From an optimization exercise on the open Yosys and OpenROAD flow, aimed at small area; shortcuts taken in it are not production practice.
In this exercise RTL edits were held to simulation tests only and were not proved equivalent to the original.
Power is estimated from default activity; no workload was simulated.

===== design/flow/run.sh =====
#!/bin/bash
# synth_recipe.tcl (not shown) runs the flow's synth.tcl, then flattens the netlist and writes it again
# the make line also repeats each setting of config.mk as NAME=value (left out here)
make -C /OpenROAD-flow-scripts/flow DESIGN_CONFIG=/design/flow/config.mk WORK_HOME=/design/flow/orfs CLKGATE_MAP_FILE= SYNTH_SCRIPT=/design/flow/synth_recipe.tcl finish

===== design/flow/config.mk =====
export PLATFORM = sky130hd
export DESIGN_NAME = top
export DESIGN_NICKNAME = top
export VERILOG_FILES = /design/flow/design.v
export SDC_FILE = /design/flow/constraint.sdc
export NUM_CORES = 4
export LEC_CHECK = 0
export CAP_MARGIN = 20
export CORE_MARGIN = 2
export CORE_UTILIZATION = 40
export SLEW_MARGIN = 20

===== design/flow/constraint.sdc =====
create_clock -name core_clock -period 10.0 [get_ports {clk}]
set_input_delay 2.0000 -clock core_clock [delete_from_list [all_inputs] [get_ports {clk}]]
set_output_delay 2.0000 -clock core_clock [all_outputs]
set_load 0.01 [all_outputs]

===== design/flow/design.v =====
module clock_divider #(
    parameter WIDTH = 27,
    parameter BIT   = 26
)(
    input  wire        clk,
    input  wire        reset,
    output wire        slow_clk,
    output wire        tick
);
    reg [WIDTH-1:0] cnt;
    always @(posedge clk or posedge reset) begin
        if (reset)   cnt <= {WIDTH{1'b0}};
        else         cnt <= cnt + 1'b1;
    end
    assign slow_clk = cnt[BIT];
    assign tick     = ~cnt[BIT] & (&cnt[BIT-1:0]);
endmodule
module debounced #(parameter N = 19)(   
    input  wire clk,
    input  wire rst,
    input  wire raw,    
    output reg  q       
);
    reg [N-1:0] cnt;
    reg state;
    always @(posedge clk or posedge rst) begin
        if (rst) begin cnt<=0; state<=0; q<=0; end
        else begin
            if (raw==state) cnt<=0;
            else if (cnt==(1<<N)-1) begin
                state <= raw;
                q     <= raw;
                cnt   <= 0;
            end else cnt <= cnt + 1;
        end
    end
endmodule
`timescale 1ns/1ps
module simon_fsm_hard #(
    parameter N        = 10,     
    parameter LED_HOLD = 96      
)(
    input  wire        clk,
    input  wire        tick,         
    input  wire        reset,
    input  wire        btn_valid,
    input  wire [1:0]  btn_val,
    output reg  [3:0]  led,
    output reg         error_led,
    output reg  [2:0]  state,
    output wire [3:0]  init_cnt
);
    localparam [2:0]
        S_INIT  = 3'd0,
        S_PLAY  = 3'd1,
        S_WAIT  = 3'd2,
        S_CHECK = 3'd3,
        S_ERROR = 3'd4;
    reg [3:0] init_idx, play_idx, input_idx, round_cnt;
    reg [6:0] hold_cnt;                 
    reg [1:0] latched_btn;              
    localparam [19:0] PATTERN = {2'd3, 2'd1, 2'd0, 2'd3, 2'd2,
                                 2'd0, 2'd1, 2'd3, 2'd1, 2'd2};
    wire [1:0] play_pat  = PATTERN[2*play_idx  +: 2];
    wire [1:0] input_pat = PATTERN[2*input_idx +: 2];
    assign init_cnt = init_idx;         
    always @(posedge clk or posedge reset) begin
        if (reset) begin
            state       <= S_INIT;
            init_idx    <= 0;
            play_idx    <= 0;
            input_idx   <= 0;
            round_cnt   <= 0;
            hold_cnt    <= 0;
            latched_btn <= 0;
            led         <= 0;
            error_led   <= 0;
        end
        else if (tick) begin
            case (state)
            S_INIT : begin
                if (init_idx < N)
                    init_idx <= init_idx + 1;             
                else begin
                    round_cnt <= 1;
                    play_idx  <= 0;
                    hold_cnt  <= 0;
                    state     <= S_PLAY;
                end
            end
            S_PLAY : begin
                if (hold_cnt != 0) begin                  
                    hold_cnt <= hold_cnt - 1;
                end
                else if (play_idx < round_cnt) begin
                    led      <= 4'b0001 << play_pat;
                    play_idx <= play_idx + 1;
                    hold_cnt <= LED_HOLD - 1;
                end
                else begin
                    led       <= 0;
                    input_idx <= 0;
                    state     <= S_WAIT;
                end
            end
            S_WAIT : begin
                led <= 0;
                if (btn_valid) begin
                    latched_btn <= btn_val;               
                    state       <= S_CHECK;
                end
            end
            S_CHECK : begin
                if (latched_btn == input_pat) begin
                    input_idx <= input_idx + 1;
                    if (input_idx + 1 == round_cnt) begin
                        if (round_cnt < N) begin          
                            round_cnt <= round_cnt + 1;
                            play_idx  <= 0;
                            hold_cnt  <= 0;
                            state     <= S_PLAY;
                        end else begin                    
                            state <= S_INIT;
                        end
                    end else begin
                        state <= S_WAIT;                  
                    end
                end else begin
                    error_led <= 1;
                    led       <= 0;
                    state     <= S_ERROR;
                end
            end
            S_ERROR : begin
                led <= 0;
                if (btn_valid) begin                      
                    error_led   <= 0;
                    round_cnt   <= 1;
                    play_idx    <= 0;
                    hold_cnt    <= 0;
                    state       <= S_PLAY;
                end
            end
            default: state <= S_INIT;
            endcase
        end  
    end  
endmodule
`timescale 1ns/1ps
module debug_display(
    input  wire [3:0] hex,   
    output reg  [6:0] seg,   
    output wire [3:0] an     
);
  assign an = 4'b1110;
  always @(*) begin
    case (hex)
      4'h0: seg = 7'b1000000;  
      4'h1: seg = 7'b1111001;  
      4'h2: seg = 7'b0100100;  
      4'h3: seg = 7'b0110000;  
      4'h4: seg = 7'b0011001;  
      4'h5: seg = 7'b0010010;  
      4'h6: seg = 7'b0000010;  
      4'h7: seg = 7'b1111000;  
      4'h8: seg = 7'b0000000;  
      4'h9: seg = 7'b0010000;  
      4'hA: seg = 7'b0001000;  
      4'hB: seg = 7'b0000011;  
      4'hC: seg = 7'b1000110;  
      4'hD: seg = 7'b0100001;  
      4'hE: seg = 7'b0000110;  
      4'hF: seg = 7'b0001110;  
      default: seg = 7'b1111111;  
    endcase
  end
endmodule
`timescale 1ns/1ps
module top(
    input  wire       clk,         
    input  wire       reset,       
    input  wire [3:0] btn,         
    output wire [3:0] led,         
    output wire       error_led,   
    output wire [6:0] seg,         
    output wire [3:0] an           
);
  wire        btn_valid;
  wire [1:0]  btn_val;
  wire [2:0]  fsm_state;
  wire [3:0]  init_cnt;
  wire btn_clk;    
  wire btn_tick;   
  clock_divider #(.WIDTH(8), .BIT(7)) btn_clk_gen (
    .clk      (clk),
    .reset    (reset),
    .slow_clk (btn_clk),
    .tick     (btn_tick)
  );
  wire [3:0] clean_btn;       
  genvar k;
  generate
    for (k=0; k<4; k=k+1) begin : DEB
        debounced #(.N(7)) db (
            .clk (clk),
            .rst (reset),
            .raw (btn[k]),
            .q   (clean_btn[k])
        );
    end
  endgenerate
  reg  [3:0] btn_s1, btn_s2;
  always @(posedge clk or posedge reset) begin
     if (reset) begin btn_s1<=0; btn_s2<=0; end
     else if (btn_tick) begin btn_s1<=clean_btn; btn_s2<=btn_s1; end
  end
  wire [3:0] btn_rise = btn_s1 & ~btn_s2;    
  reg       btn_valid_r;
  reg [1:0] btn_val_r;
  always @(*) begin
      casex (btn_rise)
          4'b0001: begin btn_valid_r = 1'b1; btn_val_r = 2'd0; end    
          4'b0010: begin btn_valid_r = 1'b1; btn_val_r = 2'd1; end    
          4'b0100: begin btn_valid_r = 1'b1; btn_val_r = 2'd2; end    
          4'b1000: begin btn_valid_r = 1'b1; btn_val_r = 2'd3; end    
          default: begin btn_valid_r = 1'b0; btn_val_r = 2'd0; end
      endcase
  end
  assign btn_valid = btn_valid_r;
  assign btn_val   = btn_val_r;
  simon_fsm_hard #(.N(10)) fsm (
    .clk       (clk),
    .tick      (btn_tick),
    .reset     (reset),
    .btn_valid (btn_valid),
    .btn_val   (btn_val),
    .led       (led),
    .error_led (error_led),
    .state     (fsm_state),
    .init_cnt  (init_cnt)
  );
  wire [3:0] debug_nibble = (fsm_state == 3'd0)
                            ? init_cnt
                            : {1'b0, fsm_state};
  debug_display dbg (
    .hex(debug_nibble),
    .seg(seg),
    .an (an )
  );
endmodule

==> flow_summary.toml <==
[outcome]
outcome = "finished clean"

[power_and_ir_drop]
powerDensity_mw_per_mm2 = 136
ir_worst_vdd_mv = 0.150
p_leak_nw = 2.36

[yosys]
synth_area_mm2 = 0.00462
synthAdderAreaFrac_pct = 6.23
ys_seq_elements = 81
synth_top_family_by_area = "simple AND/OR/NAND/NOR gates"
async_reset_ff_share_pct = 100
synth-xor-area-share_pct = 7.39
ys_types = 68
ys.flop_type = "dfrtp_1"
synth_edf_count = 0
syn_inst = 489
avgSynthCellArea_um2 = 9.45
synth_mux_area_share_pct = 4.09
synth-simple-area-share_pct = 21.8
synth_compound_area_share_pct = 13.4
ys_seq_area_share_pct = 43.9
ys_warn_count = 5

[setup_path]
crit_path_end_kind = "primary output"
cp_slowest_cell = "dfrtp_1"
rrSetupSlack_ns = 7.26
crit_path_start_kind = "register"
path_cells = "nor2_1 > a21oi_1 > inv_1 > ha_1 > mux4_2 > clkdlybuf4s50_1"
max_stage_delay_ns = 0.64
crit-reg2reg-launch = "fsm.input_idx[0]"
timing.rr.end = "fsm.round_cnt[0]"
worst-setup-path-type = "reg2out"
crit_arrival_ns = 3.05
worstPathMaxFanout = 16
rr_worst_depth = 8
worstPathRequired_ns = 8.00

[clock_tree]
clock_latency_ns = 0.34
postCtsSetupBuffers = 0
htreeDepth = 3
cts_tree = "done"
clockRootBuffer = "clkbuf_16"
path_clk_slew_ns = 0.06
cts.sinks = 81
cts_made_buffers = 9
cts.repair.resized = 0
cts_buffer_depth = 2
hold_buffers = 0

[placed_design]
port_buffers = 17
dp.cells = 637
place_hpwl_um = 6460
gp_congestion = 0.827

[die]
die_y_um = 111
dieWidth_um = 111
start_util_pct = 40.7
ios = 22
dieArea_mm2 = 0.0124
core_region_area_mm2 = 0.0114
num_rows = 39

[sta]
tns_ns = 0
slew_violations = 0
finalSetupViolCount = 0
fin_crit_sh_pct = 50.5
fin_crit_ns = 5.05
maxSlewHeadroom_pct = 41.4
rsz0062_at_grt = "no"
worst_clock_skew_ns = 0.00812
holdWs_ns = 0.465
worstMarginPinSlew_ns = 0.876
hold_viol = 0
max_freq_ghz = 0.198

[layout]
drive_above_1_share_pct = 8.04
num_antenna_cells = 0
area_growth_pct = 13.2
layout.nets = 534
instances_no_fill = 653

[global_route]
busiest_layer = "met2"
grt.total_usage_pct = 15.8
grt_remaining_overflow = 0
use_met2_pct = 26.4
antenna_found_initial = 0
grt_start_max_net_pins = 82
use_met3_pct = 2.89
grt_pass1_wl_um = 16300
grt_pass1_vias = 3444
grt.met1_usage_pct = 21.0

[hold_path]
hp-start = "DEB[0].db.cnt[0]"
hold_depth = 1
hp-class = "reg2reg"
hold_path_end = "DEB[0].db.cnt[0]"

[run]
drv_cap = 0

[drt]
antenna_left = 0
vias = 3498
drtIter0Drc = 171
wl_um = 9100
drt-wirelength-per-cell_um = 13.9
drc_errors = 0
viasPerCell = 5.36
first_pass_iters = 4
## per-stage QoR
step                      cell area [um^2]  setup slack, ns  power (mW)  utilization, %
after detailed placement              4910             5.30       0.378            43.2
after global placement                4910             5.40       0.377            43.2
after global routing                  5230             4.71       0.744            46.0
after CTS                             5230             4.92       0.724            46.0
after floorplan                       4630             5.91       0.370               -
final                                 5230             4.95       0.713            46.0
## per-layer routing
metal / up-vias / wire length (um)
met5: - / 0
met4: 0 / 63
met3: 6 / 194
met2: 34 / 4460
met1: 1706 / 4380
li1: 1752 / -
## kinds of logic after synthesis
family                   count (synthesis)
other                                    2
adder cells (fa/ha/maj)                 23
flip-flops                              81
AND/OR/NAND/NOR                        209
AO/OA/AOI/OAI                           85
buffers and inverters                   34
multiplexers                            16
XOR/XNOR                                39
## synthesized netlist by cell type, drive strengths merged, types with 2 or more instances
| cell type | number | area (um^2) |
|---|---|---|
| mux2 | 10 | 113 |
| clkbuf | 8 | 30.0 |
| nor4 | 4 | 25.0 |
| mux2i | 5 | 53.8 |
| and2b | 2 | 15.0 |
| and2 | 3 | 18.8 |
| or2 | 3 | 18.8 |
| o21ai | 22 | 110 |
| o21a | 4 | 30.0 |
| nand2 | 63 | 236 |
| and4b | 2 | 20.0 |
| nor2 | 61 | 229 |
| nor3 | 11 | 66.3 |
| o32ai | 3 | 26.3 |
| nand3b | 2 | 15.0 |
| a31oi | 3 | 25.0 |
| or3 | 8 | 65.1 |
| o22a | 3 | 26.3 |
| o31ai | 7 | 57.6 |
| xnor2 | 23 | 201 |
| ha | 23 | 288 |
| dfrtp | 81 | 2030 |
| o32a | 2 | 21.3 |
| inv | 19 | 71.3 |
| xor2 | 16 | 140 |
| conb | 2 | 7.51 |
| nand4 | 4 | 25.0 |
| o211ai | 4 | 30.0 |
| nand3 | 22 | 110 |
| buf | 7 | 43.8 |
| nor2b | 4 | 25.0 |
| o41ai | 4 | 35.0 |
| a31o | 2 | 17.5 |
| and3 | 6 | 37.5 |
| nand2b | 9 | 56.3 |
| a21oi | 12 | 60.1 |
| o311a | 3 | 30.0 |
| a21o | 2 | 15.0 |
| o22ai | 2 | 12.5 |
## power by group
group	internal, mW	switching [mW]
Sequential	0.336	0.00701
Clock	0.203	0.139
Combinational	0.0112	0.0166
## critical path: cells and delay by family, from the launching register on
| family | cells | cell delay (ns) |
|---|---|---|
| compound gates | 1 | 0.53 |
| fa+ha+maj | 1 | 0.26 |
| buf+inv | 2 | 0.62 |
| flops | 1 | 0.64 |
| mux | 1 | 0.47 |
| simple gates | 1 | 0.18 |
## cell usage in the layout (no fill, tap or decap), types with 3 or more instances in the layout
| cell type | synthesis | layout |
|---|---|---|
| ha_1 | 23 | 23 |
| mux2i_1 | 4 | 4 |
| o21ai_0 | 16 | 16 |
| o21a_1 | 4 | 4 |
| mux2_1 | 4 | 4 |
| nor4_1 | 4 | 4 |
| nand2_1 | 63 | 63 |
| or3_4 | 3 | 3 |
| a21oi_1 | 12 | 12 |
| nor2b_1 | 4 | 4 |
| nand2b_1 | 9 | 9 |
| or3_1 | 5 | 5 |
| xnor2_1 | 23 | 23 |
| nand4_1 | 4 | 4 |
| inv_1 | 19 | 18 |
| o32ai_1 | 3 | 3 |
| conb_1 | 2 | 4 |
| o211ai_1 | 4 | 4 |
| o41ai_1 | 4 | 4 |
| o21ai_1 | 6 | 6 |
| nand3_1 | 22 | 22 |
| o31ai_1 | 6 | 6 |
| o22a_1 | 3 | 3 |
| dfrtp_1 | 81 | 81 |
| and2_1 | 3 | 3 |
| nor2_1 | 61 | 61 |
| clkinv_4 | 0 | 3 |
| mux2_2 | 6 | 6 |
| clkdlybuf4s50_1 | 0 | 17 |
| xor2_1 | 16 | 16 |
| clkbuf_16 | 0 | 9 |
| and3_1 | 6 | 6 |
| o311a_1 | 3 | 3 |
| nor3_1 | 10 | 10 |
## flip-flops by register name, indices dropped and copies added (netlist names), 3 cells and up
| name | flops |
|---|---|
| DEB.db.cnt | 28 |
| DEB.db.q | 4 |
| btn_clk_gen.cnt | 8 |
| btn_s1 | 4 |
| btn_s2 | 4 |
| fsm.hold_cnt | 7 |
| fsm.init_idx | 4 |
| fsm.input_idx | 4 |
| fsm.led | 4 |
| fsm.play_idx | 4 |
| fsm.round_cnt | 4 |
| fsm.state | 3 |
## worst max-delay path by stage
stage,startpoint,endpoint
global route,fsm.state[1],seg[4]
detailed placement,fsm.state[1],seg[3]
floorplan,fsm.state[0],seg[3]
global placement,fsm.state[1],seg[3]
CTS,fsm.state[1],seg[3]
finish,fsm.state[1],seg[3]
## layout make-up
class,count,area [um^2]
multi-input combinational,376,2460
tap,143,179
timing repair buffer,18,181
sequential,81,2030
fill,1098,6140
clock buffer,10,239
clock inverter,6,73.8
inverter,19,72.6

## what the ideal ports hide
How much do the figures lean on ideal ports? The routed layout below was timed once more, with nothing changed but the port constraints.
Step 1, drivers: a clkbuf_16 drives clk and a buf_2 each remaining input, both assumed.
Step 2 also shifts input and output timing later by t, the mid clock arrival at the registers, as if the neighbouring blocks saw the same clock.
a / b / c = ideal / step 1 / step 2; a / b = the first two.
t, ns: 0.372
setup WS [ns]: 4.950 / 4.914 / 5.286
latest minus earliest clock arrival (ns): 0.008 / 0.008
After both steps setup and hold are still met in this run. The setup slack of this run moves by -0.036 ns with the drivers and by +0.336 ns with both steps.
